This design comes from an exercise in tuning for small area and a short achievable clock period on the open sky130 flow, not from production work.
In this exercise RTL edits were held to simulation tests only and were not proved equivalent to the original.
No driver is modelled on the clock port, so clocking that relies on it looks cheaper here than on a real chip.
Power is estimated from default activity; no workload was simulated.

## mmu
module mmu(
	   clk, resetb, dm_we,
	   im_addr, im_do, dm_addr, dm_di, dm_do,
	   dm_be, is_signed,
	   im_addr_out, im_data,
	   io_addr, io_en, io_we, io_data_read, io_data_write
	   );
   input wire clk, resetb, dm_we;
   input wire [31:0] im_addr, dm_addr, dm_di;
   input wire [3:0]  dm_be;
   input wire 	     is_signed;
   output wire [11:2] im_addr_out;
   input wire [31:0]  im_data, io_data_read;
   output reg [31:0]  io_data_write;
   output wire [31:0] dm_do;
   output reg [31:0]  im_do;
   output reg [7:0]   io_addr;
   output reg 	      io_en, io_we;
   assign im_addr_out[11:2] = im_addr[11:2];
   wire is_dm = (dm_addr[31] == 1'b0) && (dm_addr[30:28] != 3'b0);
   wire is_io = (dm_addr[31:8] == 24'h800000);
   wire [31:0] wdata;
   assign wdata[7:0]   = dm_di[7:0];
   assign wdata[15:8]  = dm_be[0] ? dm_di[15:8]  : dm_di[7:0];
   assign wdata[23:16] = dm_be[0] ? dm_di[23:16] : dm_di[7:0];
   assign wdata[31:24] = dm_be[0] ? dm_di[31:24] : (dm_be[2] ? dm_di[15:8] : dm_di[7:0]);
   wire [7:0] a_hi, a_lo;
   genvar k, l;
   generate
      for (k = 0; k < 8; k = k + 1) begin : g_pre
	 assign a_hi[k] = (dm_addr[7:5] == k);
	 assign a_lo[k] = (dm_addr[4:2] == k);
      end
   endgenerate
   wire [3:0]  lane_wr = {4{dm_we & is_dm}} & dm_be;
   wire [7:0]  a_lo_r  = a_lo & {8{~dm_we}};
   wire [31:0] a_lo_w;                  
   wire [255:0] wen, wen_n;
   wire [63:0] rsel;
   generate
      for (k = 0; k < 8; k = k + 1) begin : g_low
	 assign a_lo_w[4*k +: 4] = {4{a_lo[k]}} & lane_wr;
      end
      for (k = 0; k < 64; k = k + 1) begin : g_word
	 for (l = 0; l < 4; l = l + 1) begin : g_lane
	    c_nor2  we_p (.a(~a_hi[k/8]), .b(~a_lo_w[4*(k%8)+l]), .y(wen[4*k+l]));
	    c_nand2 we_n (.a(a_hi[k/8]), .b(a_lo_w[4*(k%8)+l]), .y(wen_n[4*k+l]));
	 end
	 c_nor2 rs (.a(~a_hi[k/8]), .b(~a_lo_r[k%8]), .y(rsel[k]));
      end
   endgenerate
   wire [31:0] ram_do;
   BRAM_SSP ram (
		 .clk(clk), .wen(wen), .wen_n(wen_n), .rsel(rsel), .fwd(dm_we),
		 .din(wdata), .dout(ram_do)
		 );
   wire b0001 = (dm_be == 4'b0001);
  ...
==> flow/config.mk <==
export PLATFORM = sky130hd
export DESIGN_NAME = mmu
export DESIGN_NICKNAME = mmu
export VERILOG_FILES = /design/flow/design.v
export SDC_FILE = /design/flow/constraint.sdc
export NUM_CORES = 4
export LEC_CHECK = 0
export CAP_MARGIN = 20
export CORE_MARGIN = 2
export CORE_UTILIZATION = 70
export CTS_CLUSTER_DIAMETER = 100
export CTS_CLUSTER_SIZE = 30
export PLACE_DENSITY = 0.8
export SETUP_SLACK_MARGIN = 2.8
export SLEW_MARGIN = 20
export SYNTH_HIERARCHICAL = 1
==> flow/constraint.sdc <==
create_clock -name core_clock -period 6.0 [get_ports {clk}]
set_input_delay 1.2000 -clock core_clock [delete_from_list [all_inputs] [get_ports {clk}]]
set_output_delay 1.2000 -clock core_clock [all_outputs]
set_load 0.01 [all_outputs]
standard.sh (not shown) runs the stock make flow with config.mk's settings and CLKGATE_MAP_FILE= SYNTH_SCRIPT=/design/flow/synth_recipe.tcl, a recipe that flattens the netlist after the stock synthesis.
==> flow/flow/run.sh <==
#!/bin/bash
set -euo pipefail
export BUFFER_PORTS_ARGS="-buffer_cell sky130_fd_sc_hd__buf_2"
export PRE_IO_PLACEMENT_TCL="$PWD/flow/io.tcl"
export FASTROUTE_TCL="$PWD/flow/fastroute.tcl"
export POST_CTS_TCL="$PWD/flow/post_cts.tcl"
export PRE_GLOBAL_ROUTE_TCL="$PWD/flow/pre_grt.tcl"
bash standard.sh > standard_make.log 2>&1
Other scripts of this flow, unchanged in this note and not shown: flow/flow/fastroute.tcl, flow/flow/io.tcl, flow/flow/post_cts.tcl, flow/flow/pre_grt.tcl
Next try:
--- a/flow/design.v
+++ b/flow/design.v
@@ -95,17 +95,17 @@
 	   io_addr, io_en, io_we, io_data_read, io_data_write
 	   );
    input wire clk, resetb, dm_we;
    input wire [31:0] im_addr, dm_addr, dm_di;
    input wire [3:0]  dm_be;
    input wire 	     is_signed;
    output wire [11:2] im_addr_out;
    input wire [31:0]  im_data, io_data_read;
-   output reg [31:0]  io_data_write;
+   output wire [31:0] io_data_write;
    output wire [31:0] dm_do;
    output reg [31:0]  im_do;
    output reg [7:0]   io_addr;
    output reg 	      io_en, io_we;
    assign im_addr_out[11:2] = im_addr[11:2];
    wire is_dm = (dm_addr[31] == 1'b0) && (dm_addr[30:28] != 3'b0);
    wire is_io = (dm_addr[31:8] == 24'h800000);
    wire [31:0] wdata;
@@ -117,17 +117,18 @@
    genvar k, l;
    generate
       for (k = 0; k < 8; k = k + 1) begin : g_pre
 	 assign a_hi[k] = (dm_addr[7:5] == k);
 	 assign a_lo[k] = (dm_addr[4:2] == k);
       end
    endgenerate
    wire [3:0]  lane_wr = {4{dm_we & is_dm}} & dm_be;
-   wire [7:0]  a_lo_r  = a_lo & {8{~dm_we}};
+   wire        ld_dm   = ~dm_addr[31] & ~dm_we;
+   wire [7:0]  a_lo_r  = a_lo & {8{ld_dm}};
    wire [31:0] a_lo_w;                  
    wire [255:0] wen, wen_n;
    wire [63:0] rsel;
    generate
       for (k = 0; k < 8; k = k + 1) begin : g_low
 	 assign a_lo_w[4*k +: 4] = {4{a_lo[k]}} & lane_wr;
       end
       for (k = 0; k < 64; k = k + 1) begin : g_word
@@ -135,17 +136,17 @@
 	    c_nor2  we_p (.a(~a_hi[k/8]), .b(~a_lo_w[4*(k%8)+l]), .y(wen[4*k+l]));
 	    c_nand2 we_n (.a(a_hi[k/8]), .b(a_lo_w[4*(k%8)+l]), .y(wen_n[4*k+l]));
 	 end
 	 c_nor2 rs (.a(~a_hi[k/8]), .b(~a_lo_r[k%8]), .y(rsel[k]));
       end
    endgenerate
    wire [31:0] ram_do;
    BRAM_SSP ram (
-		 .clk(clk), .wen(wen), .wen_n(wen_n), .rsel(rsel), .fwd(dm_we),
+		 .clk(clk), .wen(wen), .wen_n(wen_n), .rsel(rsel), .fwd(~ld_dm),
 		 .din(wdata), .dout(ram_do)
 		 );
    wire b0001 = (dm_be == 4'b0001);
    wire b0010 = (dm_be == 4'b0010);
    wire b0011 = (dm_be == 4'b0011);
    wire b0100 = (dm_be == 4'b0100);
    wire b1000 = (dm_be == 4'b1000);
    wire b1100 = (dm_be == 4'b1100);
@@ -162,38 +163,38 @@
 		      b1111 | b0011,                    
 		      b1000,                            
 		      b0100 | b1100,                    
 		      b0010,                            
 		      b1111 | b0011 | b0001             
 		      };
    reg [12:0] cm;      
    reg [12:0] ci;      
-   reg [31:0] rdata;   
+   reg [31:0] rdata;
    always @(posedge clk) begin
       cm <= ctl & {13{is_dm}};
       ci <= ctl & {13{is_io}};
       rdata <= ram_do;
       io_addr <= dm_addr[7:0];
-      io_data_write <= wdata;
    end
    always @(posedge clk, negedge resetb) begin
       if (!resetb) begin
 	 im_do <= 32'h00000013;
 	 io_en <= 1'b0;
 	 io_we <= 1'b0;
       end
       else begin
 	 im_do <= im_data;
 	 io_en <= is_io;
 	 io_we <= is_io & dm_we;
       end
    end
    wire [31:0] v = io_data_read;
    wire [31:0] d = rdata;
+   assign io_data_write = rdata;
    wire [1:0]  sbv_n, sbd_n;             
    wire [3:0]  shv_n, shd_n;             
    genvar c;
    generate
       for (c = 0; c < 2; c = c + 1) begin : g_sb
 	 wire [7:0] st;
 	 c_nand2 sb0 (.a(ci[7]),  .b(v[7]),  .y(st[0]));
 	 c_nand2 sb1 (.a(ci[11]), .b(v[15]), .y(st[1]));
What happened: The changed run completed without violations. Worst hold slack is about the same. Final area hardly moves. Setup slack loses 120 ps. Non-clock buffer count came out higher by 8. Global-route usage came out higher by 2.5 points. Routed wire length came out higher by a few percent. Power came out lower slightly.

## separate check: timing with driven ports
Ports are ideal in the flow. The routed layouts listed here were re-timed in OpenROAD.
Step 1, drivers: a clkbuf_16 drives clk and a buf_2 each remaining input, both assumed.
Step 2, shift: input delay + t, output delay - t, t = (earliest + latest rising clock arrival at the registers) / 2. This alone moves slack from input paths to output paths.
Slacks: ideal / step 1 / step 2; pairs: ideal / step 1.
run	t (ns)	setup WS [ns]	worst hold slack (ns)	worst data-port slew with drivers (ns)	cell pins on the clock port's net
the first run	0.797	2.859 / 2.777 / 2.109	0.482 / 0.482 / 0.482	0.15	1
the second run	0.799	2.743 / 2.730 / 1.930	0.480 / 0.480 / 0.480	0.17	1
After both steps every run listed still meets setup and hold. The setup slack of the second run, which loses most, moves by -0.013 ns with the drivers and by -0.813 ns with both steps.
